Background: an optimization exercise with open tools, aiming at small area. Do not read the settings as production practice.
Only simulation tests tie the RTL to the original design; equivalence was not proved.
Power is estimated from default activity; no workload was simulated.

===== flow/config.mk =====
export PLATFORM = sky130hd
export DESIGN_NAME = risc
export DESIGN_NICKNAME = risc
export VERILOG_FILES = /design/flow/design.v
export SDC_FILE = /design/flow/constraint.sdc
export NUM_CORES = 4
export LEC_CHECK = 0
export CAP_MARGIN = 20
export CORE_MARGIN = 2
export CORE_UTILIZATION = 40
export SLEW_MARGIN = 20

===== flow/constraint.sdc =====
create_clock -name core_clock -period 10.0 [get_ports {clk}]
set_input_delay 2.0000 -clock core_clock [delete_from_list [all_inputs] [get_ports {clk}]]
set_output_delay 2.0000 -clock core_clock [all_outputs]
set_load 0.01 [all_outputs]

===== flow/design.v =====
module risc(clk, reset, mem_addr, mem_wdata, mem_rdata, mem_read, mem_write,
            rg0, rg1, rg2, rg3, rg4, rg5, rg6, rg7);
input clk, reset;
output [15:0] mem_addr, mem_wdata;
input  [15:0] mem_rdata;
output mem_read, mem_write;
output reg [15:0] rg0, rg1, rg2, rg3, rg4, rg5, rg6, rg7;
localparam P_RST = 3'd0, P_FET = 3'd1, P_DEC = 3'd2,
           P_E1  = 3'd3, P_E2  = 3'd4, P_E3  = 3'd5;
reg [2:0]  ph;
reg [15:0] ir;
reg [15:0] t;
reg        cf, zf;
wire fet = ph == P_FET;
wire dec = ph == P_DEC;
wire e1  = ph == P_E1;
wire e2  = ph == P_E2;
wire e3  = ph == P_E3;
wire [3:0] op = ir[15:12];
wire [2:0] ra = ir[11:9];
wire [2:0] rb = ir[8:6];
wire [2:0] rc = ir[5:3];
wire [1:0] cz = ir[1:0];
wire o_add  = op == 4'b0000;
wire o_adi  = op == 4'b0001;
wire o_nand = op == 4'b0010;
wire o_lhi  = op == 4'b0011;
wire o_lw   = op == 4'b0100;
wire o_sw   = op == 4'b0101;
wire o_lm   = op == 4'b0110;
wire o_sm   = op == 4'b0111;
wire o_lmsm = op[3:1] == 3'b011;
wire o_j    = op[3:1] == 3'b100;
wire o_jal  = op == 4'b1000;
wire o_jlr  = op == 4'b1001;
wire o_beq  = op == 4'b1100;
wire [15:0] sext6 = {{10{ir[5]}}, ir[5:0]};
wire [15:0] sext9 = {{7{ir[8]}}, ir[8:0]};
wire [7:0] msk = ir[7:0];
wire       out_en = |msk;
reg  [2:0] cadd;
always @(*) begin
  casez (msk)
    8'b???????1: cadd = 3'd0;
    8'b??????10: cadd = 3'd1;
    8'b?????100: cadd = 3'd2;
    8'b????1000: cadd = 3'd3;
    8'b???10000: cadd = 3'd4;
    8'b??100000: cadd = 3'd5;
    8'b?1000000: cadd = 3'd6;
    default:     cadd = 3'd7;
  endcase
end
wire cond_ok = (cz == 2'b00) | (cz == 2'b10 & cf) | (cz == 2'b01 & zf);
wire dec_go  = ((o_add | o_nand) & cond_ok) | o_adi | o_lhi | o_lw | o_sw |
               o_lmsm | o_j | o_beq;
reg [2:0] aaddr;
always @(*) begin
  aaddr = 3'd7;
  if (dec)
    aaddr = o_beq ? ra : rb;
  else if (e1)
    aaddr = (o_lhi | o_beq) ? rb : o_j ? 3'd7 : ra;
  else if (e2)
    aaddr = o_lmsm ? cadd : o_jal ? 3'd7 : o_jlr ? rb : ra;
end
reg [15:0] pa;
always @(*) begin
  case (aaddr)
    3'd0: pa = rg0;
    3'd1: pa = rg1;
    3'd2: pa = rg2;
    3'd3: pa = rg3;
    3'd4: pa = rg4;
    3'd5: pa = rg5;
    3'd6: pa = rg6;
    default: pa = rg7;
  endcase
end
wire a_t = (e1 & (o_adi | o_lw | o_sw)) | (e2 & (o_add | o_lmsm | o_sw | o_beq | o_lw));
wire [15:0] a = a_t ? t : pa;
wire b_t   = e1 & (o_add | o_nand | o_beq);
wire b_imm = (dec & (o_adi | o_lw | o_sw)) | (e2 & o_jal) | e3;
wire b_ff  = dec & o_beq;
wire [15:0] b = ({16{b_t}} & t) | ({16{b_imm}} & sext6) | {16{b_ff}};
wire cin   = fet | (e1 & o_beq) | (e2 & o_lmsm);
wire nand_op = (dec & o_beq) | (e1 & o_nand);
wire [15:0] sum = a + b + {15'd0, cin};
wire [15:0] y = nand_op ? ~(a & b) : sum;
wire z15  = ~|a[14:0];
wire a15  = a[15];
wire r2s  = b[15] ^ (e1 & o_beq);
wire fcar = (a15 == r2s) ? a15 : ~y[15];
assign mem_addr  = a;
assign mem_wdata = pa;
assign mem_read  = fet | (e1 & (o_lhi | o_lw | o_lmsm)) | (e2 & o_lm);
assign mem_write = e2 & ((o_sw) | (o_sm & out_en));
wire wen = fet | (e1 & (o_adi | o_lhi | o_lw | o_nand | o_j)) |
           (e2 & (o_add | (o_lm & out_en) | o_j)) | e3;
reg [2:0] waddr;
always @(*) begin
  waddr = 3'd7;
  if (e1)
    waddr = o_nand ? rc : ra;
  else if (e2)
    waddr = o_add ? rc : o_lm ? cadd : 3'd7;
end
wire [15:0] wd = (e1 & o_lw) | (e2 & o_lm) ? mem_rdata :
                 (e1 & o_lhi) ? sext9 : y;
wire [15:0] wdg = wd & {16{reset}};
wire [7:0] we;
genvar k;
generate for (k = 0; k < 8; k = k + 1) begin : g_we
  assign we[k] = ~reset | (wen & waddr == k);
end endgenerate
always @(posedge clk) begin
  if (we[0]) rg0 <= wdg;
  if (we[1]) rg1 <= wdg;
  if (we[2]) rg2 <= wdg;
  if (we[3]) rg3 <= wdg;
  if (we[4]) rg4 <= wdg;
  if (we[5]) rg5 <= wdg;
  if (we[6]) rg6 <= wdg;
  if (we[7]) rg7 <= wdg;
end
always @(posedge clk) t <= y;
always @(posedge clk) begin
  if (fet)
    ir <= mem_rdata;
  else if (e2 & o_lmsm)
    ir[7:0] <= msk & (msk - 8'd1);
end
always @(posedge clk) begin
  if (!reset) begin
    cf <= 1'b0;
    zf <= 1'b0;
  end else begin
    if (dec & o_add & cond_ok) begin
      cf <= a15;
      zf <= z15;
    end
    if (dec & o_lw) begin
      cf <= 1'b0;
      zf <= z15 & ~a15;
    end
    if (dec & o_adi) cf <= fcar;
    if (e1 & o_adi) zf <= z15 & ~a15;
    if (e1 & o_beq) cf <= fcar;
    if (e2 & o_beq) zf <= z15 & ~a15;
  end
end
always @(posedge clk) begin
  if (!reset)
    ph <= P_RST;
  else case (ph)
    P_RST: ph <= P_FET;
    P_FET: ph <= P_DEC;
    P_DEC: ph <= dec_go ? P_E1 : P_FET;
    P_E1:  ph <= (o_add | o_lw | o_sw | o_lmsm | o_beq | o_j) ? P_E2 : P_FET;
    P_E2:  ph <= (o_lmsm & out_en) ? P_E2 :
                 (o_beq & z15 & ~a15) ? P_E3 : P_FET;
    default: ph <= P_FET;
  endcase
end
endmodule

===== flow/run.sh =====
#!/bin/bash
# synth_recipe.tcl (not shown) runs the flow's synth.tcl, then flattens the netlist and writes it again
# the make line also repeats each setting of config.mk as NAME=value (left out here)
make -C /OpenROAD-flow-scripts/flow DESIGN_CONFIG=/design/flow/config.mk WORK_HOME=/design/flow/orfs CLKGATE_MAP_FILE= SYNTH_SCRIPT=/design/flow/synth_recipe.tcl finish

==> impl_metrics.csv, run 1 <==
group,metric,value,unit
setup_path,cp-start-kind,"register",
timing,fin_setup_tns,0,ps
layout,syn2layout_area_growth,29.23,%
layout,regArea,4745,um^2
setup_path,cp_max_fo,28,
timing,whs,671.3,ps
cts,clkSinkCount,165,
global_route,grt_max_degree,42,
pwr,clkPwrFrac,0.295,
cts,cts-htree-levels,4,
synthesis,syn_inst,839,
pwr,pwr-share-seq,0.430,
cts,cts_buffers,17,
cts,cts_hold_buffers,0,
pwr,swShare,0.3266,
synthesis,synth-seq-area-share,0.5255,
detailed_routing,ant_nets,0,
layout,drive_above_1_share,0.08151,
synthesis,synth_warnings,1,
global_route,grt_overflow,0,
detailed_routing,detail_route.iter0.violations,882,
timing,rsz0062_at_grt,"no",
cts,cts_tree,"yes",
placed_design,hpwlAfterDp,23940,um
pwr,ir_drop,0.1441,mV
synthesis,synth_cell_type_count,91,
synthesis,yosys.area.top_type_share,0.4789,
setup_path,arrival,5140,ps
synthesis,synth_ff_type,"edfxtp_1",
timing,slew_violations,0,
global_route,grt_pass1_wl,48360,um
timing,fin_crit_sh,0.7142,
synthesis,synth_seq_cells,165,
placed_design,io_buffers,179,
synthesis,ys_top_cells_by_area,"edfxtp_1 (48%), dfxtp_1 (4.7%), nand2_1 (3.3%), nor2_1 (3.2%), mux2i_1 (3.0%)",
pwr,powerDensity,189.1,nW/um^2
timing,slew_headroom,0.3414,
global_route,grt_antenna_before_repair,0,
global_route,grt_pass1_vias,7472,
hold_path,hold_path.class,"reg2reg",
synthesis,synth_async_sr_flop_share,0,
detailed_routing,drt_first_pass_iters,5,
layout,antenna_cells,0,
timing,tightest_slew,984.9,ps
pwr,p_comb_frac,0.275,
synthesis,synth_edf_count,144,
cts,cts-resized-gates,0,
placed_design,placed_cells,1254,
setup_path,path_class,"reg2out",
layout,fin_area,11670,um^2
status,status,"finished clean",
setup_path,cpLargestDelayFamily,"simple AND/OR/NAND/NOR gates",
timing,post-route-min-period,7142,ps
synthesis,synth_most_common_cell,"edfxtp_1",
detailed_routing,vias_per_cell,6.107,
setup_path,crit_buf_inv,2,
cts,clk_latency,440,ps
pwr,p_int,1.486,mW
placed_design,place_ws,3138,ps
layout,post-route-util,0.5313,
floorplan,die_y,154.2,um
synthesis,syn-num-nets,875,
cts,clk_path_buf_depth,2,
detailed_routing,drcViolationCount,0,
timing,timing.final.ws_setup,2858,ps
floorplan,fp.dieArea,23790,um^2
setup_path,crit_top_cell,"nand3_1",
cts,post_cts_buffers,0,
synthesis,netlist_area,9029,um^2
floorplan,die_w,154.2,um
detailed_routing,routed_wl,32820,um
timing,max_clock_freq,140.0,MHz
pwr,power.switching,0.7208,mW
pwr,p_leak,4.421,nW
synthesis,syn_avg_cell_area,10.76,um^2
setup_path,crit_path_top_delay_cell,"nor2_1",
timing,fin_skew,13.92,ps
placed_design,routabilityCongestion,0.9888,
layout,fillerInstances,1942,
cts,clk_pin_slew,70,ps
global_route,track_usage,0.2749,
floorplan,ioPinCount,180,
floorplan,placeableCoreArea,21960,um^2
placed_design,placed_area,11070,um^2
layout,fin_cells,1286,
timing,hold_viol,0,
synthesis,yosysTopAreaCell,"edfxtp_1",
cts,clock-root-buffer,"clkbuf_16",
job,cap_violations,0,
setup_path,endpoint_kind,"output pin",
pwr,power,2.207,mW
layout,num-nets-final,1029,
synthesis,synth_commonest_cells,"edfxtp_1 (144), nand2_1 (79), nor2_1 (77), a21oi_1 (44), o21ai_0 (39)",
setup_path,slowest_delay,770,ps
floorplan,start_util,0.4112,
timing,setup_viol,0,
floorplan,rows,54,
setup_path,cp.required,8000,ps
setup_path,path_cells,"nand3b_1 -> nor2_1 -> nand2_1 -> nand3_1 -> buf_4 -> nand3_1 -> or2_2 -> o31a_1 -> mux2_2 -> clkdlybuf4s50_1",
detailed_routing,num_vias,7853,
layout,multi_input_area,3980,um^2
detailed_routing,wire_per_inst,25.52,um
-- tightest hold or removal path: stages (launching register included) --
cell,delay [ps]
dfxtp_1,320
a31oi_1,140
o21a_1,130
a211oi_1,40
-- registers in the layout (all words and copies together), names as in the netlist --
register	flops
cf	1
ir	16
ph	3
rg0	16
rg1	16
rg2	16
rg3	16
rg4	16
rg5	16
rg6	16
rg7	16
t	16
zf	1
-- routing by layer --
| metal | track usage | routed length (um) |
|---|---|---|
| met4 | 0.1104 | 1117 |
| met5 | 0 | 0 |
| met2 | 0.4249 | 14840 |
| met1 | 0.3841 | 14270 |
| met3 | 0.05071 | 2590 |
-- cells by family (layout without fill, tap and decap cells) --
| group | after synthesis | count (layout) | share of synthesized area |
|---|---|---|---|
| AND/OR/NAND/NOR | 280 | 280 | 0.1541 |
| multiplexers | 41 | 41 | 0.04989 |
| AO/OA/AOI/OAI | 239 | 239 | 0.1892 |
| XOR/XNOR | 12 | 12 | 0.01164 |
| buffers and inverters | 83 | 250 | 0.04199 |
| flip-flops | 165 | 165 | 0.5255 |
| adder cells (fa/ha/maj) | 19 | 19 | 0.02772 |
-- cells in the final DEF, fill, tap and decap left out, types with 10 or more instances in the layout --
cell and instances:
o22ai_1 11, nor3_1 20, dfxtp_1 21, nand2_1 79
ha_1 16, a31oi_1 12, nor2_1 76, mux2i_1 27
clkbuf_16 17, a21o_1 17, or3_1 10, clkdlybuf4s50_1 179
a21oi_1 44, nand3_1 24, o21ai_0 31, edfxtp_1 144
buf_4 18, inv_1 21, and3_1 16, o211ai_1 12
-- final cells by class --
class | instances | share of cell area
inverters | 21 | 0.006756
well taps | 280 | 0.03003
flip-flops and latches | 165 | 0.4067
clock buffers | 18 | 0.03678
repair buffers | 197 | 0.1651
multi-input cells | 591 | 0.3411
clock inverters | 14 | 0.01351
-- worst paths after layout --
path	from	endpoint	slack, ps	cells after the start
worst max-delay path	ph[0]	mem_addr[5]	2860	10
worst max register to register	ph[0]	rg5[10]	3000	21
worst min-delay path	cf	cf	670	3
worst min register to register	cf	cf	670	3
-- power by group through the flow --
stage	Combinational, mW	Clock (mW)	Sequential, mW
floorplan	0.258	0	0.962
global placement	0.598	0	0.965
detailed placement	0.597	0	0.964
CTS	0.601	0.657	0.949
global route	0.641	0.686	0.961
finish	0.606	0.651	0.949
==> run 2, diff against run 1 <==
--- a/flow/design.v
+++ b/flow/design.v
@@ -37,7 +37,13 @@
 wire [15:0] sext6 = {{10{ir[5]}}, ir[5:0]};
 wire [15:0] sext9 = {{7{ir[8]}}, ir[8:0]};
 wire [7:0] msk = ir[7:0];
-wire       out_en = |msk;
+wire [8:0] mlow;
+assign mlow[0] = 1'b0;
+genvar m;
+generate for (m = 0; m < 8; m = m + 1) begin : g_msk
+  assign mlow[m+1] = mlow[m] | msk[m];
+end endgenerate
+wire       out_en = mlow[8];
 reg  [2:0] cadd;
 always @(*) begin
   casez (msk)
@@ -85,8 +91,16 @@
 wire [15:0] b = ({16{b_t}} & t) | ({16{b_imm}} & sext6) | {16{b_ff}};
 wire cin   = fet | (e1 & o_beq) | (e2 & o_lmsm);
 wire nand_op = (dec & o_beq) | (e1 & o_nand);
-wire [15:0] sum = a + b + {15'd0, cin};
-wire [15:0] y = nand_op ? ~(a & b) : sum;
+wire [16:0] c;
+wire [15:0] sum;
+assign c[0] = cin;
+genvar i;
+generate for (i = 0; i < 16; i = i + 1) begin : g_add
+  assign sum[i]  = a[i] ^ b[i] ^ c[i];
+  assign c[i+1]  = (a[i] & b[i]) | (c[i] & (a[i] ^ b[i]));
+end endgenerate
+wire [15:0] nandv = ~(pa & (t | {16{b_ff}}));
+wire [15:0] y = nand_op ? nandv : sum;
 wire z15  = ~|a[14:0];
 wire a15  = a[15];
 wire r2s  = b[15] ^ (e1 & o_beq);
@@ -128,7 +142,7 @@
   if (fet)
     ir <= mem_rdata;
   else if (e2 & o_lmsm)
-    ir[7:0] <= msk & (msk - 8'd1);
+    ir[7:0] <= msk & mlow[7:0];
 end
 always @(posedge clk) begin
   if (!reset) begin
==> flow/flow/run.sh (new file) <==
#!/bin/bash
# The standard layout (standard.sh) with these changes to how the layout
# is made:
#  - synthesis: synth_recipe.tcl unchanged, except that ABC maps the logic with
#    an area script (flow/area.abc); see flow/area_synth.tcl;
#  - each port gets a buf_1 as its port buffer;
#  - CTS uses clkbuf_8 cells and no dummy loads.
# make's output goes to standard.log; ORFS's per-step logs stay under orfs/logs.
set -euo pipefail
WORK=$(pwd)
export AREA_ABC_SCRIPT=$WORK/flow/area.abc
export FLOW_SYNTH_TCL=$WORK/synth_recipe.tcl
export BUFFER_PORTS_ARGS="-buffer_cell sky130_fd_sc_hd__buf_1"
export CTS_ARGS="-sink_clustering_enable -repair_clock_nets -dont_use_dummy_load -buf_list sky130_fd_sc_hd__clkbuf_8"
sed "s|SYNTH_SCRIPT=[^ ]*|SYNTH_SCRIPT=$WORK/flow/area_synth.tcl|" standard.sh > my_standard.sh
grep -q "SYNTH_SCRIPT=$WORK/flow/area_synth.tcl" my_standard.sh
bash my_standard.sh > standard.log 2>&1
==> flow/flow/area.abc (new file) <==
strash
dc2
dch -f
map -a
strash
dc2
dch -f
map -a
strash
dch -f
map -a
==> flow/flow/area_synth.tcl (new file) <==
# The standard flow's synthesis script (synth_recipe.tcl, sourced unchanged) with one
# change: ABC's technology mapping uses flow/area.abc, an area-oriented
# script, in place of ORFS's script. Registers are mapped before ABC runs,
# so they are exactly the standard synthesis's.
proc abc {args} {
  set i [lsearch -exact $args -script]
  if { $i >= 0 } {
    lset args [expr { $i + 1 }] $::env(AREA_ABC_SCRIPT)
  }
  yosys abc {*}$args
}
source $::env(FLOW_SYNTH_TCL)
==> flow/standard.sh (new file) <==
#!/bin/bash
# synth_recipe.tcl (not shown) runs the flow's synth.tcl, then flattens the netlist and writes it again
# the make line also repeats each setting of config.mk as NAME=value (left out here)
make -C /OpenROAD-flow-scripts/flow DESIGN_CONFIG=/design/flow/config.mk WORK_HOME=/design/flow/orfs CLKGATE_MAP_FILE= SYNTH_SCRIPT=/design/flow/synth_recipe.tcl "${@:-finish}"
--- a/flow/config.mk
+++ b/flow/config.mk
@@ -8,4 +8,5 @@
 export CAP_MARGIN = 20
 export CORE_MARGIN = 2
 export CORE_UTILIZATION = 40
+export GPL_TIMING_DRIVEN = 0
 export SLEW_MARGIN = 20
removed: flow/run.sh
==> impl_metrics.csv, run 2 <==
group,metric,value,unit
layout,syn2layout_area_growth,27.37,%
detailed_routing,vias_per_cell,5.836,
detailed_routing,num_vias,6700,
layout,final_cell_mix,"buf_1 (178), edfxtp_1 (144), a21oi_1 (69)",
floorplan,placeableCoreArea,18580,um^2
synthesis,synth-seq-area-share,0.6314,
global_route,grt_antenna_before_repair,0,
floorplan,ioPinCount,180,
layout,multi_input_area,2800,um^2
synthesis,syn_avg_cell_area,11.18,um^2
synthesis,ys_top_cells_by_area,"edfxtp_1 (58%), dfxtp_1 (5.6%), a22oi_1 (5.5%), a21oi_1 (4.7%), o21ai_0 (4.3%)",
cts,clkSinkCount,165,
setup_path,endpoint_kind,"register",
timing,max_clock_freq,103.5,MHz
detailed_routing,wire_per_inst,23.03,um
placed_design,place_ws,-2482,ps
detailed_routing,drcViolationCount,0,
cts,cts_buffers,17,
setup_path,cp.required,10230,ps
global_route,grt_pass1_wl,38470,um
timing,fin_crit_sh,0.9665,
cts,cts_hold_buffers,0,
setup_path,slowest_delay,430,ps
layout,fillerInstances,1675,
global_route,grt_overflow,0,
synthesis,synth_cell_type_count,31,
setup_path,reg2reg_setup_slack,330,ps
job,cap_violations,0,
global_route,track_usage,0.2627,
floorplan,start_util,0.4044,
synthesis,synth_warnings,1,
synthesis,syn_inst,672,
layout,antenna_cells,0,
cts,clk_latency,460,ps
placed_design,hpwlAfterDp,18880,um
synthesis,synth_seq_cells,165,
timing,fin_skew,41.74,ps
synthesis,yosysTopAreaCell,"edfxtp_1",
synthesis,synth_edf_count,144,
detailed_routing,ant_nets,0,
pwr,p_leak,3.210,nW
synthesis,synth_async_sr_flop_share,0,
synthesis,synth_most_common_cell,"edfxtp_1",
setup_path,path_class,"reg2reg",
placed_design,placed_cells,1107,
layout,layout_commonest_cell,"buf_1",
detailed_routing,drt_first_pass_iters,5,
pwr,powerDensity,193.9,nW/um^2
pwr,power,1.856,mW
timing,fin_setup_tns,0,ps
synthesis,synth_commonest_cells,"edfxtp_1 (144), clkinv_1 (81), a21oi_1 (71), nor2_1 (67), nand2_1 (66)",
floorplan,rows,50,
placed_design,io_buffers,179,
cts,clock-root-buffer,"clkbuf_8",
cts,clk_path_buf_depth,2,
floorplan,die_w,141.1,um
layout,drive_above_1_share,0.1597,
timing,timing.final.ws_setup,334.8,ps
synthesis,syn-num-nets,705,
cts,clk_pin_slew,70,ps
layout,num-nets-final,949,
setup_path,crit_path_top_delay_cell,"fa_1",
synthesis,synth_ff_type,"edfxtp_1",
synthesis,yosys.area.top_type_share,0.5754,
global_route,grt_pass1_vias,6356,
setup_path,cp_max_fo,8,
status,status,"finished clean",
detailed_routing,detail_route.iter0.violations,737,
layout,post-route-util,0.5152,
timing,hold_viol,0,
setup_path,cp-start-kind,"register",
floorplan,die_y,141.1,um
pwr,ir_drop,0.09044,mV
timing,post-route-min-period,9665,ps
setup_path,crit_top_cell,"fa_2",
detailed_routing,routed_wl,26440,um
layout,regArea,4747,um^2
floorplan,fp.dieArea,19900,um^2
setup_path,arrival,9900,ps
layout,fin_cells,1148,
timing,slew_violations,0,
cts,cts_tree,"yes",
timing,slew_headroom,0.2612,
hold_path,hold_path.class,"reg2reg",
cts,cts-htree-levels,4,
synthesis,netlist_area,7515,um^2
placed_design,routabilityCongestion,0.9692,
timing,tightest_slew,1105,ps
timing,setup_viol,0,
global_route,grt_max_degree,22,
==> run 2: final cells by class <==
cell class,instances,area share
multi-input combinational,425,0.2925
tap,234,0.03059
buffer,1,0.0007843
timing repair buffer,225,0.1214
inverter,81,0.03425
clock buffer,17,0.02444
sequential,165,0.4959
==> run 2: what timing repair did <==
item,4_1_cts,5_1_grt
endpoints found under the setup margin,62,26
pin swaps,10,8
gates resized for setup,46,28
setup buffers,13,11
==> run 2: cells by family after synthesis <==
group	after synthesis	share of synthesized area
AOI/OAI and AO/OA	229	0.1842
and+or+nand+nor	179	0.1007
DFF	165	0.6314
buffers and inverters	82	0.04146
adders and majority gates	15	0.03996
xor gates and xnor gates	2	0.002331
==> run 2: per-stage QoR <==
step,hold WS [ps],cell area [um^2]
floorplan,469.0,7522
global placement,486.3,8487
detailed placement,485.5,8934
CTS,494.9,9415
global route,520.5,9572
finish,494.8,9572
==> run 2: worst max-delay path, delay by kind of cell, from the launching register on <==
family                   cells  cell delay, ps
AO/OA/AOI/OAI                7            1070
adder cells (fa/ha/maj)     15            5670
buffers and inverters        8             980
flip-flops                   1             420
AND/OR/NAND/NOR              9            1300
==> run 2: report_power, final <==
| group | leakage (nW) | internal [mW] | switching (mW) |
|---|---|---|---|
| Sequential | 1.64 | 0.904 | 0.0643 |
| Clock | 0.122 | 0.150 | 0.208 |
| Combinational | 1.44 | 0.158 | 0.371 |
==> run 2: worst paths after layout <==
| kind | startpoint | end | cells after the start |
|---|---|---|---|
| max | ir[13] | rg7[15] | 39 |
| min | cf | cf | 2 |
| max reg2reg | ir[13] | rg7[15] | 39 |
| min reg2reg | cf | cf | 2 |
==> run 2: metal layers <==
layer / global-route usage / vias up / routed length (um)
li1: - / 2995 / -
met1: 0.3543 / 3273 / 10820
met2: 0.4139 / 380 / 12520
met3: 0.05842 / 52 / 2335
met4: 0.1074 / 0 / 766
met5: 0 / - / 0
==> run 3, diff against run 2 <==
--- a/flow/config.mk
+++ b/flow/config.mk
@@ -7,6 +7,6 @@
 export LEC_CHECK = 0
 export CAP_MARGIN = 20
 export CORE_MARGIN = 2
-export CORE_UTILIZATION = 40
+export CORE_UTILIZATION = 60
 export GPL_TIMING_DRIVEN = 0
 export SLEW_MARGIN = 20
==> impl_metrics.csv, run 3 <==
group,metric,value,unit
synthesis,synth_commonest_cells,"edfxtp_1 (144), clkinv_1 (81), a21oi_1 (71), nor2_1 (67), nand2_1 (66)",
pwr,ir_drop,0.1598,mV
setup_path,endpoint_kind,"register",
setup_path,reg2reg_setup_slack,270,ps
setup_path,crit_path_top_delay_cell,"edfxtp_1",
synthesis,syn-num-nets,705,
global_route,grt_overflow,0,
detailed_routing,detail_route.iter0.violations,1151,
layout,regArea,4746,um^2
pwr,p_leak,3.173,nW
cts,clock-root-buffer,"clkbuf_8",
global_route,grt_pass1_wl,37500,um
layout,fillerInstances,808,
synthesis,ys_top_cells_by_area,"edfxtp_1 (58%), dfxtp_1 (5.6%), a22oi_1 (5.5%), a21oi_1 (4.7%), o21ai_0 (4.3%)",
setup_path,arrival,10040,ps
layout,post-route-util,0.7723,
synthesis,syn_avg_cell_area,11.18,um^2
detailed_routing,wire_per_inst,24.01,um
detailed_routing,num_vias,7038,
setup_path,slowest_delay,440,ps
setup_path,cpLargestDelayFamily,"adder cells",
cts,clk_latency,460,ps
floorplan,fp.dieArea,13440,um^2
synthesis,synth_seq_cells,165,
layout,syn2layout_area_growth,24.48,%
synthesis,synth_warnings,1,
setup_path,cp-start-kind,"register",
job,cap_violations,0,
cts,clk_pin_slew,70,ps
timing,slew_headroom,0.2164,
pwr,p_comb_frac,0.290,
detailed_routing,routed_wl,25830,um
pwr,pwr-share-seq,0.517,
synthesis,syn_inst,672,
synthesis,yosys.area.top_type_share,0.5754,
synthesis,netlist_area,7515,um^2
setup_path,r2r-end,"cf",
pwr,power,1.875,mW
timing,fin_setup_tns,0,ps
placed_design,placed_area,8668,um^2
layout,drive_above_1_share,0.1597,
timing,tightest_slew,1163,ps
setup_path,cp_max_fo,6,
setup_path,crit_buf_inv,5,
detailed_routing,ant_nets,0,
global_route,grt_max_degree,26,
layout,antenna_cells,0,
setup_path,path_class,"reg2reg",
timing,fin_crit_sh,0.9730,
synthesis,synth_edf_count,144,
synthesis,synth_most_common_cell,"edfxtp_1",
cts,cts_tree,"yes",
detailed_routing,drt_first_pass_iters,8,
cts,cts_hold_buffers,0,
pwr,clkPwrFrac,0.193,
timing,setup_viol,0,
timing,hold_viol,0,
synthesis,yosysTopAreaCell,"edfxtp_1",
timing,slew_violations,0,
global_route,track_usage,0.3871,
synthesis,synth_ff_type,"edfxtp_1",
layout,num-nets-final,943,
setup_path,crit_start,"ir[1]",
synthesis,synth_async_sr_flop_share,0,
setup_path,cp.required,10310,ps
setup_path,crit_top_cell,"fa_2",
cts,cts-htree-levels,4,
detailed_routing,vias_per_cell,6.541,
timing,max_clock_freq,102.8,MHz
status,status,"finished clean",
pwr,swShare,0.3537,
placed_design,routabilityCongestion,1.027,
setup_path,worstRegToRegCells,40,
global_route,grt_antenna_before_repair,0,
pwr,power.switching,0.6633,mW
cts,clk_path_buf_depth,2,
floorplan,start_util,0.6205,
floorplan,ioPinCount,180,
synthesis,synth-seq-area-share,0.6314,
global_route,grt_pass1_vias,6888,
placed_design,hpwlAfterDp,18010,um
timing,fin_skew,34.01,ps
floorplan,placeableCoreArea,12110,um^2
hold_path,hold_path.class,"reg2reg",
setup_path,r2r_start,"ir[1]",
detailed_routing,drcViolationCount,0,
synthesis,synth_cell_type_count,31,
layout,multi_input_area,2800,um^2
layout,fin_area,9354,um^2
cts,clkSinkCount,165,
floorplan,die_w,115.9,um
floorplan,die_y,115.9,um
placed_design,io_buffers,179,
pwr,powerDensity,200.5,nW/um^2
floorplan,rows,40,
pwr,p_int,1.212,mW
timing,post-route-min-period,9730,ps
setup_path,worstSetupEndpoint,"cf",
layout,final_cell_mix,"buf_1 (178), edfxtp_1 (144), a21oi_1 (67)",
setup_path,path_depth,40,
layout,layout_commonest_cell,"buf_1",
cts,cts_buffers,17,
run 3: cell counts after synthesis:
Identical to the previous run, type by type.
run 3: power groups by stage:
stage          registers [mW]  clock network, mW  logic (mW)
4_1_cts                 0.965              0.361       0.517
2_1_floorplan            1.01                  0       0.233
3_3_place_gp            0.975                  0       0.457
5_1_grt                 0.979              0.384       0.581
3_5_place_dp            0.980                  0       0.486
6_report                0.970              0.363       0.543
run 3: cell type report:
type,count,share of cell area
well taps,168,0.02247
inverters,81,0.03531
multi-input cells,425,0.2994
plain buffers,1,0.0008026
clock buffers,17,0.02501
flip-flops and latches,165,0.5074
repair buffers,219,0.1097
run 3: worst min path at each step:
stage	cells after the start	start	slack (ps)	to
2_1_floorplan	2	cf	470	cf
3_3_place_gp	2	cf	490	cf
3_5_place_dp	2	cf	510	cf
4_1_cts	2	cf	520	cf
5_1_grt	2	cf	530	cf
6_report	2	cf	520	cf
run 3: worst reg2reg max path, delay by kind of cell (launching register included):
kind	cells	cell delay, ps
fa+ha+maj	15	5790
simple gates	11	1210
buf+inv	5	590
flops	1	440
compound gates	9	1560
run 3: timing repair:
| action | CTS | global route |
|---|---|---|
| setup endpoints to repair | 62 | 26 |
| resized for setup | 55 | 31 |
| buffers inserted | 18 | 7 |
| pin swaps | 12 | 11 |
run 3: layer usage:
layer  wire length [um]  track usage  vias to the layer above  share of wire
li1                   -            -                     2973              -
met1               8805       0.4765                     3324           0.34
met2              12140       0.6101                      609           0.47
met3               3438       0.1203                      132           0.13
met4               1447       0.2230                        0          0.056
met5                  0            0                        -              0
run 3: cells by family (layout without fill, tap and decap cells):
family	Yosys count	after routing	share of synthesized area
flops	165	165	0.6314
fa+ha+maj	15	15	0.03996
xor+xnor	2	2	0.002331
buf+inv	82	318	0.04146
compound gates	229	229	0.1842
simple gates	179	179	0.1007
run 3: stage by stage:
step | hold WS [ps] | setup slack, ps | cells
after detailed placement | 512.8 | -2204 | 1034
after CTS | 520.8 | 26.44 | 1069
after global placement | 489.9 | -1828 | 1019
after floorplan | 469.0 | 11.45 | 672
final | 521.0 | 270.4 | 1076
after global routing | 534.3 | -59.18 | 1076
==> run 4, diff against run 3 <==
--- a/flow/config.mk
+++ b/flow/config.mk
@@ -7,6 +7,5 @@
 export LEC_CHECK = 0
 export CAP_MARGIN = 20
 export CORE_MARGIN = 2
-export CORE_UTILIZATION = 60
-export GPL_TIMING_DRIVEN = 0
+export CORE_UTILIZATION = 40
 export SLEW_MARGIN = 20
==> impl_metrics.csv, run 4 <==
group,metric,value,unit
timing,slew_violations,0,
pwr,p_leak,3.258,nW
timing,fin_setup_tns,0,ps
synthesis,synth_cell_type_count,31,
floorplan,fp.dieArea,19900,um^2
global_route,grt_pass1_vias,6499,
floorplan,die_w,141.1,um
global_route,track_usage,0.2681,
cts,clock-root-buffer,"clkbuf_8",
timing,tightest_slew,1052,ps
job,cap_violations,0,
layout,layout_commonest_cell,"buf_1",
synthesis,synth_warnings,1,
detailed_routing,routed_wl,26610,um
synthesis,synth_commonest_cells,"edfxtp_1 (144), clkinv_1 (81), a21oi_1 (71), nor2_1 (67), nand2_1 (66)",
setup_path,cp_max_fo,8,
timing,whs,526.6,ps
floorplan,ioPinCount,180,
cts,cts_buffers,17,
cts,cts_tree,"yes",
detailed_routing,detail_route.iter0.violations,675,
synthesis,netlist_area,7515,um^2
setup_path,arrival,9760,ps
detailed_routing,drt_first_pass_iters,5,
floorplan,die_y,141.1,um
setup_path,cp.required,10310,ps
global_route,grt_pass1_wl,39350,um
timing,max_clock_freq,105.8,MHz
layout,drive_above_1_share,0.1419,
global_route,grt_overflow,0,
synthesis,synth_async_sr_flop_share,0,
detailed_routing,drcViolationCount,0,
layout,fin_cells,1178,
setup_path,worstRegToRegCells,38,
cts,clk_pin_slew,70,ps
setup_path,reg2reg_setup_slack,550,ps
setup_path,path_class,"reg2reg",
synthesis,synth_most_common_cell,"edfxtp_1",
timing,fin_crit_sh,0.9449,
placed_design,routabilityCongestion,0.9319,
synthesis,synth_seq_cells,165,
detailed_routing,num_vias,6736,
floorplan,placeableCoreArea,18580,um^2
layout,post-route-util,0.5067,
cts,clk_latency,480,ps
timing,fin_skew,38.84,ps
layout,fillerInstances,1749,
synthesis,synth_ff_type,"edfxtp_1",
global_route,grt_antenna_before_repair,0,
timing,setup_viol,0,
synthesis,ys_top_cells_by_area,"edfxtp_1 (58%), dfxtp_1 (5.6%), a22oi_1 (5.5%), a21oi_1 (4.7%), o21ai_0 (4.3%)",
detailed_routing,wire_per_inst,22.59,um
hold_path,min_path_cells,2,
layout,fin_area,9415,um^2
layout,num-nets-final,979,
cts,clkSinkCount,165,
timing,rsz0062_at_grt,"no",
pwr,powerDensity,197.4,nW/um^2
setup_path,cp-start-kind,"register",
detailed_routing,ant_nets,0,
synthesis,syn_inst,672,
synthesis,synth-seq-area-share,0.6314,
placed_design,hpwlAfterDp,19380,um
synthesis,synth_edf_count,144,
synthesis,yosys.area.top_type_share,0.5754,
floorplan,start_util,0.4044,
global_route,grt_max_degree,25,
setup_path,slowest_delay,440,ps
floorplan,rows,50,
timing,post-route-min-period,9449,ps
hold_path,hold_path.class,"reg2reg",
timing,hold_viol,0,
setup_path,crit_path_top_delay_cell,"fa_1",
synthesis,syn_avg_cell_area,11.18,um^2
placed_design,io_buffers,179,
cts,cts_hold_buffers,0,
placed_design,placed_area,9087,um^2
pwr,ir_drop,0.09928,mV
cts,clk_path_buf_depth,2,
placed_design,placed_cells,1157,
layout,final_cell_mix,"buf_1 (179), edfxtp_1 (144), clkinv_1 (79)",
cts,cts-htree-levels,4,
synthesis,syn-num-nets,705,
layout,syn2layout_area_growth,25.29,%
status,status,"finished clean",
setup_path,crit_top_cell,"fa_1",
timing,slew_headroom,0.2916,
synthesis,yosysTopAreaCell,"edfxtp_1",
setup_path,endpoint_kind,"register",
layout,antenna_cells,0,
detailed_routing,vias_per_cell,5.718,
==> run 4: cell counts after synthesis <==
No cell type changed its count.
==> run 4: cells by family after synthesis <==
family | share of synthesized area
simple gates | 0.1007
xor+xnor | 0.002331
fa+ha+maj | 0.03996
compound gates | 0.1842
buf+inv | 0.04146
flops | 0.6314
==> run 4: final timing paths <==
| kind | startpoint | to |
|---|---|---|
| max | ir[14] | rg4[15] |
| min | cf | cf |
| max reg2reg | ir[14] | rg4[15] |
| min reg2reg | cf | cf |
==> run 4: timing repair <==
action / 4_1_cts / 5_1_grt
endpoints found under the setup margin: 17 / 35
pin swaps: 1 / 5
gates resized for setup: 4 / 19
setup buffers: 2 / 2
==> run 4: critical path: cells and delay by family, from the launching register on <==
family,cells,cell delay [ps]
buffers and inverters,7,770
AOI/OAI and AO/OA,7,1160
adders and majority gates,15,5890
DFF,1,390
and+or+nand+nor,9,1090
==> run 4: cell type report <==
cell class / instances / area (um^2) / share of cell area
flip-flops and latches: 165 / 4745 / 0.5039
multi-input cells: 425 / 2586 / 0.2747
repair buffers: 256 / 1250 / 0.1328
inverters: 81 / 307.8 / 0.03269
well taps: 234 / 292.8 / 0.03110
clock buffers: 17 / 234.0 / 0.02485
==> run 4: through the flow <==
step           setup slack (ps)  power, mW
2_1_floorplan             11.45      1.243
3_3_place_gp              87.69      1.490
3_5_place_dp             -95.22      1.492
4_1_cts                   20.56      1.853
5_1_grt                   46.74      1.946
6_report                  551.0      1.859
==> run 4: routing by layer <==
| layer | vias up | global-route usage | part of all wire |
|---|---|---|---|
| met4 | 0 | 0.1016 | 0.027 |
| li1 | 3042 | - | - |
| met5 | - | 0 | 0 |
| met3 | 49 | 0.06148 | 0.092 |
| met2 | 365 | 0.4044 | 0.46 |
| met1 | 3280 | 0.3792 | 0.42 |
==> run 4: report_power, final <==
part / leakage, nW / internal (mW) / switching [mW]
Clock: 0.122 / 0.150 / 0.216
Combinational: 1.49 / 0.160 / 0.365
Sequential: 1.64 / 0.904 / 0.0641
Total: 3.26 / 1.21 / 0.646

what the ideal ports hide:
No port has a modelled driver above. Below, the same layouts with a new extraction and two added sets of constraints.
Step 1, drivers: a clkbuf_16 drives clk and a buf_2 each remaining input, both assumed.
Step 2 moves the port delays by t, midway between the first and last clock arrival at a register: inputs arrive t later, outputs are due t later. That takes back most of the time a late clock gives input paths.
Slacks: ideal ports / drivers / drivers and shift; pairs: ideal ports / drivers.
run | shift t [ns] | setup slack, ns | worst register clock-pin slew, ns
run 1 | 0.476 | 2.858 / 2.814 / 2.996 | 0.08 / 0.08
run 2 | 0.482 | 0.335 / 0.335 / 0.335 | 0.10 / 0.10
run 3 | 0.483 | 0.270 / 0.270 / 0.270 | 0.09 / 0.09
run 4 | 0.502 | 0.551 / 0.551 / 0.551 | 0.11 / 0.11
After both steps every run listed still meets setup and hold.
